Background: an optimization exercise with open tools, aiming at small area, a short achievable clock period and few clock cycles per item. Do not read the settings as production practice.
Function was checked by simulation only, so behaviour that the tests miss may differ from the original.
Power and IR drop assume default switching activity.

## job 277
// fft
module fft
(
input clk,
input nrst,
input data_ok,
input [63:0] serialin,
output wire in_ready,
output wire [31:0] serialout_RE,
output wire [31:0] serialout_IM,
output reg [9:0] out_cnt,
output reg out_avail,
output wire ram00en,ram01en,ram02en,ram03en,ram10en,ram11en,ram12en,ram13en,
output wire ram00we,ram01we,ram02we,ram03we,ram10we,ram11we,ram12we,ram13we,
output wire [7:0]addr00,addr01,addr02,addr03,addr10,addr11,addr12,addr13,
output wire [63:0]ram00_wdata,ram01_wdata,ram02_wdata,ram03_wdata,ram10_wdata,ram11_wdata,ram12_wdata,ram13_wdata,
input [63:0]ram00_rdata,ram01_rdata,ram02_rdata,ram03_rdata,ram10_rdata,ram11_rdata,ram12_rdata,ram13_rdata
);
==> flow/config.mk <==
export PLATFORM = sky130hd
export DESIGN_NAME = fft
export DESIGN_NICKNAME = fft
export VERILOG_FILES = /design/flow/design.v
export SDC_FILE = /design/flow/constraint.sdc
export NUM_CORES = 8
export LEC_CHECK = 0
export CAP_MARGIN = 35
export CORE_MARGIN = 2
export CORE_UTILIZATION = 40
export SLEW_MARGIN = 35
export SYNTH_MEMORY_MAX_BITS = 65536
==> flow/constraint.sdc <==
create_clock -name core_clock -period 12.0 [get_ports {clk}]
set_input_delay 2.4000 -clock core_clock [delete_from_list [all_inputs] [get_ports {clk}]]
set_output_delay 2.4000 -clock core_clock [all_outputs]
set_load 0.01 [all_outputs]
standard.sh (not shown) runs the stock make flow with config.mk's settings and CLKGATE_MAP_FILE= SYNTH_SCRIPT=/design/flow/synth_recipe.tcl, a recipe that flattens the netlist after the stock synthesis.
==> flow/flow/run.sh <==
#!/bin/bash
set -euo pipefail
MARGIN=${FLOW_SETUP_MARGIN:-7.7}
bash standard.sh SETUP_SLACK_MARGIN=$MARGIN "BUFFER_PORTS_ARGS=-buffer_cell sky130_fd_sc_hd__buf_1" finish > make_finish.log 2>&1
In summary, job 277 completed successfully, with a layout that passed the timing, DRC and antenna checks.
Testbench counts of job 277, summed over its fixed seeds: cycles 67,312, items 32.
Changes in job 5246 relative to job 277:
- changing CORE_UTILIZATION from 40 to 55
==> flow/flow/run.sh <==
#!/bin/bash
set -euo pipefail
MARGIN=${FLOW_SETUP_MARGIN:-8.0}
bash standard.sh SETUP_SLACK_MARGIN=$MARGIN "BUFFER_PORTS_ARGS=-buffer_cell sky130_fd_sc_hd__buf_1" finish > make_finish.log 2>&1
==> results.txt <==
- Job 5246 was carried through to the last stage, and its layout satisfied the timing, DRC and antenna checks.
- Taking job 277 as the reference, in job 5246 net switching power went up, initial antenna violation count went down, wire length on met2 went down, final hold slack went down, wire length on met1 went down.
- Looking at largest stage delay on the critical path, job 5246 sits 0.18 ns above job 277.
Input changes introduced in job 6641 (baseline for comparison: job 5246):
- CORE_UTILIZATION now 40, was 55
Results
- From job 5246 to job 6641 the numbers moved as follows: clock share of power +1.0 points, combinational power comparable, global routing met2 resource utilization -13 points, post-cts gate resize count moved up.
- Cell at the slowest stage of the critical path: sky130_fd_sc_hd__dfxtp_4 -> job 6641, sky130_fd_sc_hd__o31ai_1 -> job 5246
- As of job 6641, maximum clock rate had risen slightly compared to job 5246.
- Route | job 6641 vs job 5246 | wire longer in job 6641
- Clock skew in job 6641 vs job 5246: up 0.047 ns
- Job 5246 -> job 6641: via count flat
--- input diff job 6641..job 699 ---
==> flow/flow/run.sh <==
#!/bin/bash
set -euo pipefail
MARGIN=${FLOW_SETUP_MARGIN:-8.3}
bash standard.sh SETUP_SLACK_MARGIN=$MARGIN "BUFFER_PORTS_ARGS=-buffer_cell sky130_fd_sc_hd__buf_1" finish > make_finish.log 2>&1
Findings:
Job 699 did not stop at any stage, and its layout met the timing, DRC and antenna checks.
Job 6641: PASS, flow complete, no timing, DRC or antenna violations
Global routing met3 resource utilization (lower): job 6641
Cmp job 6641 and job 699 / critical path depth / lower: job 6641
Job 699 against job 6641; sequential power is up by a few percent.
Sequential share of layout area (lower): job 699
Looking at job 6641 and job 699, the post-CTS clock slew at the launch and capture registers of the worst setup and hold paths is a wash.
Edits applied to the flow inputs when going from job 699 to job 6308:
==> flow/flow/run.sh <==
#!/bin/bash
set -euo pipefail
MARGIN=${FLOW_SETUP_MARGIN:-8.0}
bash standard.sh SETUP_SLACK_MARGIN=$MARGIN "BUFFER_PORTS_ARGS=-buffer_cell sky130_fd_sc_hd__buf_1" "CTS_ARGS=-sink_clustering_enable -repair_clock_nets -dont_use_dummy_load -sink_clustering_size 30 -sink_clustering_max_diameter 100" finish > make_finish.log 2>&1
Job 6308 completed end to end with timing, DRC and antenna clean.
Fmax sits higher in job 6308 than in job 699.
Compared with job 699, count of instances resized after the clock tree is built in job 6308 decreased by more than half.
Job 6308 against job 699: design area went down by 9.9%; number of vias in the routed layout saw a decrease; later-pin clock latency in the skew report decreased by 0.04 ns relative to the old numbers.
Wire length of the first global-routing pass: job 6308 better than job 699
Compared to job 699, the routing of job 6308 uses less wire.
Clock network fraction of design power sits lower in job 6308 than in job 699.
Modified inputs, job 1300 compared to job 6308
==> flow/flow/run.sh <==
#!/bin/bash
set -euo pipefail
MARGIN=${FLOW_SETUP_MARGIN:-8.0}
bash standard.sh SETUP_SLACK_MARGIN=$MARGIN "BUFFER_PORTS_ARGS=-buffer_cell sky130_fd_sc_hd__buf_1" "CTS_ARGS=-sink_clustering_enable -repair_clock_nets -dont_use_dummy_load" finish > make_finish.log 2>&1
## What came out
Between job 6308 and job 1300, final cell count increased. Arrival time of the worst setup path: job 1300 vs job 6308 down 3.27 ns. As far as starting DRC count in detailed routing is concerned, job 1300 and job 6308 perform about the same.

[what the ideal ports hide]
How much do the figures lean on ideal ports? The routed layouts below were timed once more, with nothing changed but the port constraints. Step 1: set_driving_cell puts a clkbuf_16 on clk and a buf_2 on each other input, an assumption about the parent block. Step 2 also shifts input and output timing later by t, the mid clock arrival at the registers, as if the neighbouring blocks saw the same clock. Three values: ideal ports, drivers, drivers and shift; two values: the first two.
run	t (ns)	setup slack, ns	worst hold slack (ns)
job 277	1.099	7.680 / 7.567 / 7.092	0.319 / 0.319 / 0.319
job 5246	1.034	7.853 / 7.783 / 7.167	0.312 / 0.312 / 0.312
job 6641	1.088	7.878 / 7.752 / 7.167	0.325 / 0.325 / 0.325
job 699	1.093	7.900 / 7.778 / 7.414	0.325 / 0.325 / 0.325
job 6308	1.044	7.923 / 7.840 / 7.203	0.324 / 0.324 / 0.324
job 1300	1.061	7.974 / 7.856 / 7.192	0.323 / 0.323 / 0.323
After both steps every run listed still meets setup and hold. For job 1300, which loses most, drivers alone change the setup slack by -0.118 ns; drivers and shift together by -0.782 ns.
